What follows belongs to an exercise in optimizing a design on an open flow for small area and a short achievable clock period; a production flow would make more cautious choices.
In this exercise RTL edits were held to simulation tests only and were not proved equivalent to the original.

==> flow/design.v, too long to show whole: its modules and the start of the top module <==
// module full_add: 10 lines
// module half_add: 9 lines
// module half_add1: 9 lines
// module x2: 3 lines
// module xn2: 3 lines
// module an2: 3 lines
// module or2: 3 lines
// module inv1: 3 lines
// module maj: 3 lines
// module aoi_cell: 3 lines
// module oai_cell: 3 lines
// module nand_cell: 3 lines
// module nor_cell: 3 lines
// module fa_fast: 6 lines
// module ha_fast: 4 lines
// module booth_enc: 12 lines
// module booth_pp: 10 lines
// module booth_ppn: 10 lines
// module booth8_enc: 20 lines
// module booth8_pp: 14 lines
// module booth8_ppn: 14 lines
// module multiply: 3629 lines
module multiply(
    input wire clk,
    input wire resetn,
    input wire[31:0] A,
    input wire[31:0] B,
    input wire sign,
    output wire[63:0] result
);
  // ...
==> flow/flow/run.sh <==
#!/bin/bash
# Own layout flow: the standard synthesis, then every combinational cell set to
# its smallest drive strength (registers untouched), then the standard layout,
# whose repair steps size cells up again where timing needs it.
set -euo pipefail
here=$(pwd)
res=$here/orfs/results/$FLOW_PLATFORM/multiply/base
bash standard.sh synth > $here/log_synth.txt 2>&1
cp $res/1_2_yosys.v $here/1_2_yosys.orig.v
python3 $here/flow/downsize.py $FLOW_HOME/platforms/$FLOW_PLATFORM/lib/sky130_fd_sc_hd__tt_025C_1v80.lib \
    $here/1_2_yosys.orig.v $res/1_2_yosys.v > $here/log_downsize.txt 2>&1
# make the netlist newer than its sources so only the later steps rerun
touch $res/1_2_yosys.v $res/1_2_yosys.sdc
bash standard.sh "BUFFER_PORTS_ARGS=-buffer_cell sky130_fd_sc_hd__buf_1" finish > $here/log_layout.txt 2>&1
==> flow/flow/downsize.py <==
#!/usr/bin/env python3
"""Set each combinational cell of a mapped netlist to the smallest drive strength
of its kind that the library has (registers and special cells untouched)."""
import re, sys
lib, src, dst = sys.argv[1:4]
cells = set(re.findall(r'cell\s*\(\s*"?(sky130_fd_sc_hd__\w+)"?\s*\)', open(lib).read()))
keep = re.compile(r'sky130_fd_sc_hd__(df|edf|sdf|sedf|dl|conb|clk|tap|fill|decap|diode|probe|lpflow)')
text = open(src).read()
count = {}
def repl(m):
    name = m.group(0)
    if keep.match(name):
        return name
    mm = re.match(r'(sky130_fd_sc_hd__\w+?)_(\d+)$', name)
    if not mm:
        return name
    base, size = mm.group(1), int(mm.group(2))
    for s in (1,):
        cand = f"{base}_{s}"
        if s < size and cand in cells:
            count[name] = count.get(name, 0) + 1
            return cand
    return name
out = re.sub(r'sky130_fd_sc_hd__\w+', repl, text)
open(dst, 'w').write(out)
for k, v in sorted(count.items(), key=lambda x: -x[1]):
    print(k, v)
==> flow/standard.sh <==
#!/bin/bash
# synth_recipe.tcl (not shown) runs the flow's synth.tcl, then flattens the netlist and writes it again
# the make line also repeats each setting of config.mk as NAME=value (left out here)
make -C /OpenROAD-flow-scripts/flow DESIGN_CONFIG=/design/flow/config.mk WORK_HOME=/design/flow/orfs CLKGATE_MAP_FILE= SYNTH_SCRIPT=/design/flow/synth_recipe.tcl "${@:-finish}"
==> flow/config.mk <==
export PLATFORM = sky130hd
export DESIGN_NAME = multiply
export DESIGN_NICKNAME = multiply
export VERILOG_FILES = /design/flow/design.v
export SDC_FILE = /design/flow/constraint.sdc
export NUM_CORES = 4
export LEC_CHECK = 0
export CAP_MARGIN = 20
export CORE_MARGIN = 2
export CORE_UTILIZATION = 45
export CTS_BUF_LIST = sky130_fd_sc_hd__clkbuf_8
export PLACE_DENSITY = 0.6
export SETUP_SLACK_MARGIN = 2.0
export SLEW_MARGIN = 20
export SYNTH_HIERARCHICAL = 1
==> flow/constraint.sdc <==
create_clock -name core_clock -period 6.5 [get_ports {clk}]
set_input_delay 1.3000 -clock core_clock [delete_from_list [all_inputs] [get_ports {clk}]]
set_output_delay 1.3000 -clock core_clock [all_outputs]
set_load 0.01 [all_outputs]
==> flow_summary.yaml, run 1 <==
timing:
  fin_crit_ns: 4.78
  setup_slack_ns: 1.72
  slew_violations: 0
  fin_crit_sh_pct: 73.5
worst_hold_path:
  hold-path-endpoint: "rup[149]$_DFF_P_"
clock_tree:
  cts_tree: "yes"
  clkSlewWorstSetupHoldPaths_ns: 0.10
  root_buffer: "clkbuf_8"
  clock_path_buffers: 2
  cts-buffers-inserted: 17
  post_cts_resized: 89
  cts.sinks: 166
  cts_hold_buffers: 0
grt:
  grt_overflow_total: 0
  gr-usage-met3_pct: 8.11
  grt_usage_pct: 30.9
layout:
  top_register: "rup"
  area_growth_pct: 18.2
  multi_input_gates: 2476
  seq_cell_count: 166
  final_core_util_pct: 54.1
  buffer_area_share_pct: 7.52
  clock_cell_area_share_pct: 1.23
run_status:
  status: "timing/DRC/antenna clean"
floorplanning:
  core_mm2: 0.0592
  ios: 131
  die_height_um: 249
  dieArea_mm2: 0.0622
critical_path:
  critPathCaptureType: "output pin"
  crit_required_ns: 5.20
  slowest_stage: "dfxtp_2"
  slowest_delay_ns: 0.35
  worst_ep_arrival_time_ns: 3.48
  path_class: "flip-flop to output pin"
route:
  drc: 0
  highest_layer: "met5"
logic_synthesis:
  synth_area_mm2: 0.0271
==> inputs of run 2 (changes only) <==
--- a/flow/config.mk
+++ b/flow/config.mk
@@ -7,9 +7,9 @@
 export LEC_CHECK = 0
 export CAP_MARGIN = 20
 export CORE_MARGIN = 2
-export CORE_UTILIZATION = 45
+export CORE_UTILIZATION = 50
 export CTS_BUF_LIST = sky130_fd_sc_hd__clkbuf_8
-export PLACE_DENSITY = 0.6
-export SETUP_SLACK_MARGIN = 2.0
+export PLACE_DENSITY = 0.65
+export SETUP_SLACK_MARGIN = 1.5
 export SLEW_MARGIN = 20
 export SYNTH_HIERARCHICAL = 1
==> flow_summary.yaml, run 2 <==
timing:
  fin_crit_ns: 4.88
  rsz0062_at_grt: "yes"
  maxSlewHeadroom_pct: 22.5
  tns_ns: 0
  setup_viol: 0
  max_freq_mhz: 205
  timing.hold.ws_ns: 1.36
  finalHoldViolCount: 0
  slew_violations: 0
  tightest_slew_ns: 1.16
  fin_crit_sh_pct: 75.0
floorplanning:
  row_count: 85
  die_w_um: 237
  initial_utilization_pct: 50.5
  die_height_um: 237
  dieArea_mm2: 0.0561
  core_mm2: 0.0537
  ios: 131
critical_path:
  cp_max_fo: 23
  critPathLaunchType: "input port"
  worst_ep_arrival_time_ns: 5.35
  critPathCaptureType: "flip-flop"
  path_class: "input port to flip-flop"
  crit_required_ns: 6.98
place:
  io_buffers: 129
  place.gp.congestion: 0.931
  dp_hpwl_um: 64100
grt:
  grt_pass1_vias: 24000
  grt_pass1_wl_um: 137000
  grt_max_degree: 37
  grt_usage_pct: 31.9
  antenna_found_initial: 5
  grt_overflow_total: 0
route:
  drc: 0
  drt_first_pass_iters: 8
  vias_per_cell: 6.33
  ant_nets: 0
  routed_wl_um: 89700
  detail_route.wl_per_cell_um: 24.1
  vias: 23600
  drt-initial-drc-count: 2582
layout:
  mostFrequentLayoutCells: "xnor2_1 (571), a22oi_1 (545), xor2_1 (393)"
  top_register: "rup"
  area_growth_pct: 12.0
  layout.nets: 3447
  reg_top3: "rup x151, rlo x15"
  drive_gt1_share_pct: 8.02
  n_fill_cell: 4662
  final_common_cell: "xnor2_1"
  largest_reg_flops: 151
worst_hold_path:
  min_path_cells: 2
  hold-path-endpoint: "rup[146]$_DFF_P_"
  hold_class: "input port to flip-flop"
  hp-start: "A[30]"
run_status:
  status: "timing/DRC/antenna clean"
logic_synthesis:
  yosysWarnings: 7
  syn_area_per_cell_um2: 9.90
  syn_inst: 2738
  synth_area_mm2: 0.0271
clock_tree:
  root_buffer: "clkbuf_8"
  cts-htree-levels: 4
  clkSlewWorstSetupHoldPaths_ns: 0.11
  cts_tree: "yes"
  cts.sinks: 166
  cts-buffers-inserted: 17
  clock_path_buffers: 2
  cts_hold_buffers: 0
run:
  maxCapViolCount: 0
## run 2: metal layers
layer	GRT usage, %	vias to the layer above	part of all wire [%]	routed length, µm
met5	0	-	0	0
met4	15.1	0	4.3	3820
met3	8.16	272	11	10200
met2	50.7	1467	46	40900
met1	40.6	11700	39	34700
li1	-	10200	-	-
## run 2: cell type report
| class | count | area [µm²] | area share, % |
|---|---|---|---|
| multi-input combinational | 2471 | 23900 | 78.6 |
| inverter | 89 | 334 | 1.10 |
| tap | 696 | 871 | 2.87 |
| clock buffer | 17 | 234 | 0.771 |
| clock inverter | 15 | 134 | 0.441 |
| timing repair buffer | 261 | 1590 | 5.25 |
| antenna | 4 | 10.0 | 0.0330 |
| sequential | 166 | 3320 | 10.9 |
## run 2: worst max-delay path: stages
cell	delay [ns]
clkbuf_2	0.46
xor2_2	0.55
buf_4	0.44
a22oi_1	0.17
xnor2_1	0.21
fa_1	0.46
maj3_1	0.41
fa_1	0.46
fa_1	0.50
maj3_1	0.36
## run 2: through the flow
stage / std cells / util (%) / area (µm²) / setup slack (ns)
5_1_grt: 3718 / 56.5 / 30400 / 1.45
3_3_place_gp: 3666 / 55.2 / 29600 / 1.07
6_report: 3719 / 56.5 / 30400 / 1.62
2_1_floorplan: 2756 / - / 27500 / 1.48
4_1_cts: 3701 / 56.0 / 30100 / 1.50
3_5_place_dp: 3666 / 55.2 / 29600 / 1.03
## run 2: worst max path at each step
stage | start | to | depth (start not counted)
after floorplan | B[6] | rlo[13]$_DFF_P_ | 12
after global placement | B[3] | rlo[14]$_DFF_P_ | 13
after CTS | rup[0]$_DFF_P_ | result[51] | 16
after detailed placement | B[5] | rlo[13]$_DFF_P_ | 15
after global routing | rup[0]$_DFF_P_ | result[51] | 16
final | B[7] | rup[88]$_DFF_P_ | 10
## run 2: what timing repair did
item | 4_1_cts | 5_1_grt
cloned | 0 | 3
buffers inserted | 3 | 11
pin swaps | 2 | 9
resized for setup | 7 | 24
setup endpoints to repair | 34 | 29
==> inputs of run 3 (changes only) <==
--- a/flow/config.mk
+++ b/flow/config.mk
@@ -7,9 +7,8 @@
 export LEC_CHECK = 0
 export CAP_MARGIN = 20
 export CORE_MARGIN = 2
-export CORE_UTILIZATION = 50
-export CTS_BUF_LIST = sky130_fd_sc_hd__clkbuf_8
-export PLACE_DENSITY = 0.65
+export CORE_UTILIZATION = 55
+export PLACE_DENSITY = 0.68
 export SETUP_SLACK_MARGIN = 1.5
 export SLEW_MARGIN = 20
 export SYNTH_HIERARCHICAL = 1
==> flow_summary.yaml, run 3 <==
layout:
  drive_gt1_share_pct: 7.81
  top_register: "rup"
  final_common_cell: "xnor2_1"
  mostFrequentLayoutCells: "xnor2_1 (571), a22oi_1 (545), xor2_1 (394)"
  area_growth_pct: 12.6
  layout.nets: 3450
  final_cells: 3688
  largest_reg_flops: 151
  reg_top3: "rup x151, rlo x15"
route:
  drt_first_pass_iters: 7
  drc: 0
  vias: 23600
  drt-initial-drc-count: 2567
  ant_nets: 0
  routed_wl_um: 89100
  vias_per_cell: 6.39
  detail_route.wl_per_cell_um: 24.2
logic_synthesis:
  synth_area_mm2: 0.0271
  syn_inst: 2738
  yosysWarnings: 7
  syn_area_per_cell_um2: 9.90
critical_path:
  critPathLaunchType: "input port"
  worst_ep_arrival_time_ns: 5.31
  crit_top_cell: "fa_1"
  cp_max_fo: 15
  path_delay_family: "adder cells"
  crit_chain: "clkbuf_2, xor2_2, buf_4, buf_4, a22oi_1, xnor2_1, fa_1, fa_1, fa_1, maj3_1"
  slowest_stage: "xor2_2"
  cp_num_buf_inv: 3
  critPathCaptureType: "flip-flop"
  slowest_delay_ns: 0.69
  path_class: "input port to flip-flop"
  crit_required_ns: 6.91
clock_tree:
  cts.sinks: 166
  cts-buffers-inserted: 17
  clkSlewWorstSetupHoldPaths_ns: 0.08
  cts_tree: "yes"
  clock_path_buffers: 2
  cts-htree-levels: 4
  root_buffer: "clkbuf_16"
place:
  dp_hpwl_um: 63200
  place_inst: 3633
  io_buffers: 129
  place.gp.congestion: 0.924
grt:
  grt_usage_pct: 35.6
  grtUsageMet2_pct: 55.9
  grt_overflow_total: 0
  gr-usage-met3_pct: 9.07
  busiest_layer: "met2"
  met1_usage_pct: 44.6
  grt_pass1_wl_um: 138000
  antenna_found_initial: 3
  grt_max_degree: 39
  grt_pass1_vias: 24300
floorplanning:
  die_height_um: 226
  row_count: 81
  dieArea_mm2: 0.0511
  core_mm2: 0.0488
  ios: 131
  die_w_um: 226
  initial_utilization_pct: 55.5
run:
  maxCapViolCount: 0
timing:
  fin_crit_sh_pct: 75.3
  fin_crit_ns: 4.90
  timing.hold.ws_ns: 1.51
  finalHoldViolCount: 0
  tns_ns: 0
  rsz0062_at_grt: "yes"
  max_freq_mhz: 204
  maxSlewHeadroom_pct: 20.4
  setup_viol: 0
  slew_violations: 0
  tightest_slew_ns: 1.19
worst_hold_path:
  hold_class: "input port to flip-flop"
run_status:
  status: "timing/DRC/antenna clean"
## run 3: per-stage QoR
stage,cell area [µm²],util [%],worst slack (ns)
after floorplan,27500,-,1.48
after global placement,29600,60.6,0.853
after detailed placement,29600,60.6,0.837
after CTS,30300,62.0,1.49
after global routing,30500,62.5,1.47
final,30500,62.5,1.60
## run 3: repair_timing
item                       in CTS  in global routing
pin swaps                       3                 12
setup endpoints to repair      36                 64
hold buffers                    0                  0
resized for setup               6                 20
cloned                          0                  1
setup buffers                   4                 16
## run 3: final timing paths
kind	startpoint	to	slack (ns)	cells past startpoint
setup / recovery	B[21]	rup[91]$_DFF_P_	1.60	10
hold / removal	A[31]	rup[149]$_DFF_P_	1.51	3
## run 3: layout make-up
class,count,area (µm²)
Inverter,89,334
Fill cell,4116,18300
Sequential cell,166,3320
Clock inverter,15,205
Antenna cell,2,5.00
Timing Repair Buffer,266,1610
Clock buffer,17,425
Tap cell,664,831
Multi-Input combinational cell,2469,23800
## run 3: worst min-delay path, stage by stage
cell and delay [ns]:
buf_1 0.17, buf_4 0.31, and2_1 0.19
## run 3: layer usage
layer | share of wire, % | vias up
li1 | - | 10200
met1 | 38 | 11600
met2 | 46 | 1464
met3 | 11 | 309
met4 | 5.5 | 2
met5 | 0.020 | -

[static timing again, ports no longer ideal]
No port has a modelled driver above. Below, the same layouts with a new extraction and two added sets of constraints. Step 1, drivers: a clkbuf_16 drives clk and a buf_2 each remaining input, both assumed. Step 2 adds t to the input delays and takes it off the output delays; t is the mean of the earliest and latest rising clock arrival at the registers after step 1. Input paths then give back, and output paths get back, about the clock's delay inside the block. Slacks: no drivers / after step 1 / after step 2; pairs: no drivers / after step 1.
run	shift t [ns]	slack for setup (ns)	worst hold slack (ns)	cell pins on the clock port's net
run 1	0.631	1.720 / 1.665 / 1.453	1.441 / 1.408 / 1.721	1
run 2	0.651	1.623 / 1.635 / 0.983	1.364 / 1.325 / 1.719	1
run 3	0.586	1.604 / 1.624 / 1.055	1.506 / 1.469 / 1.716	1
After both steps setup and hold are still met in every run listed. The setup slack of run 2, which loses most, moves by +0.012 ns with the drivers and by -0.640 ns with both steps.
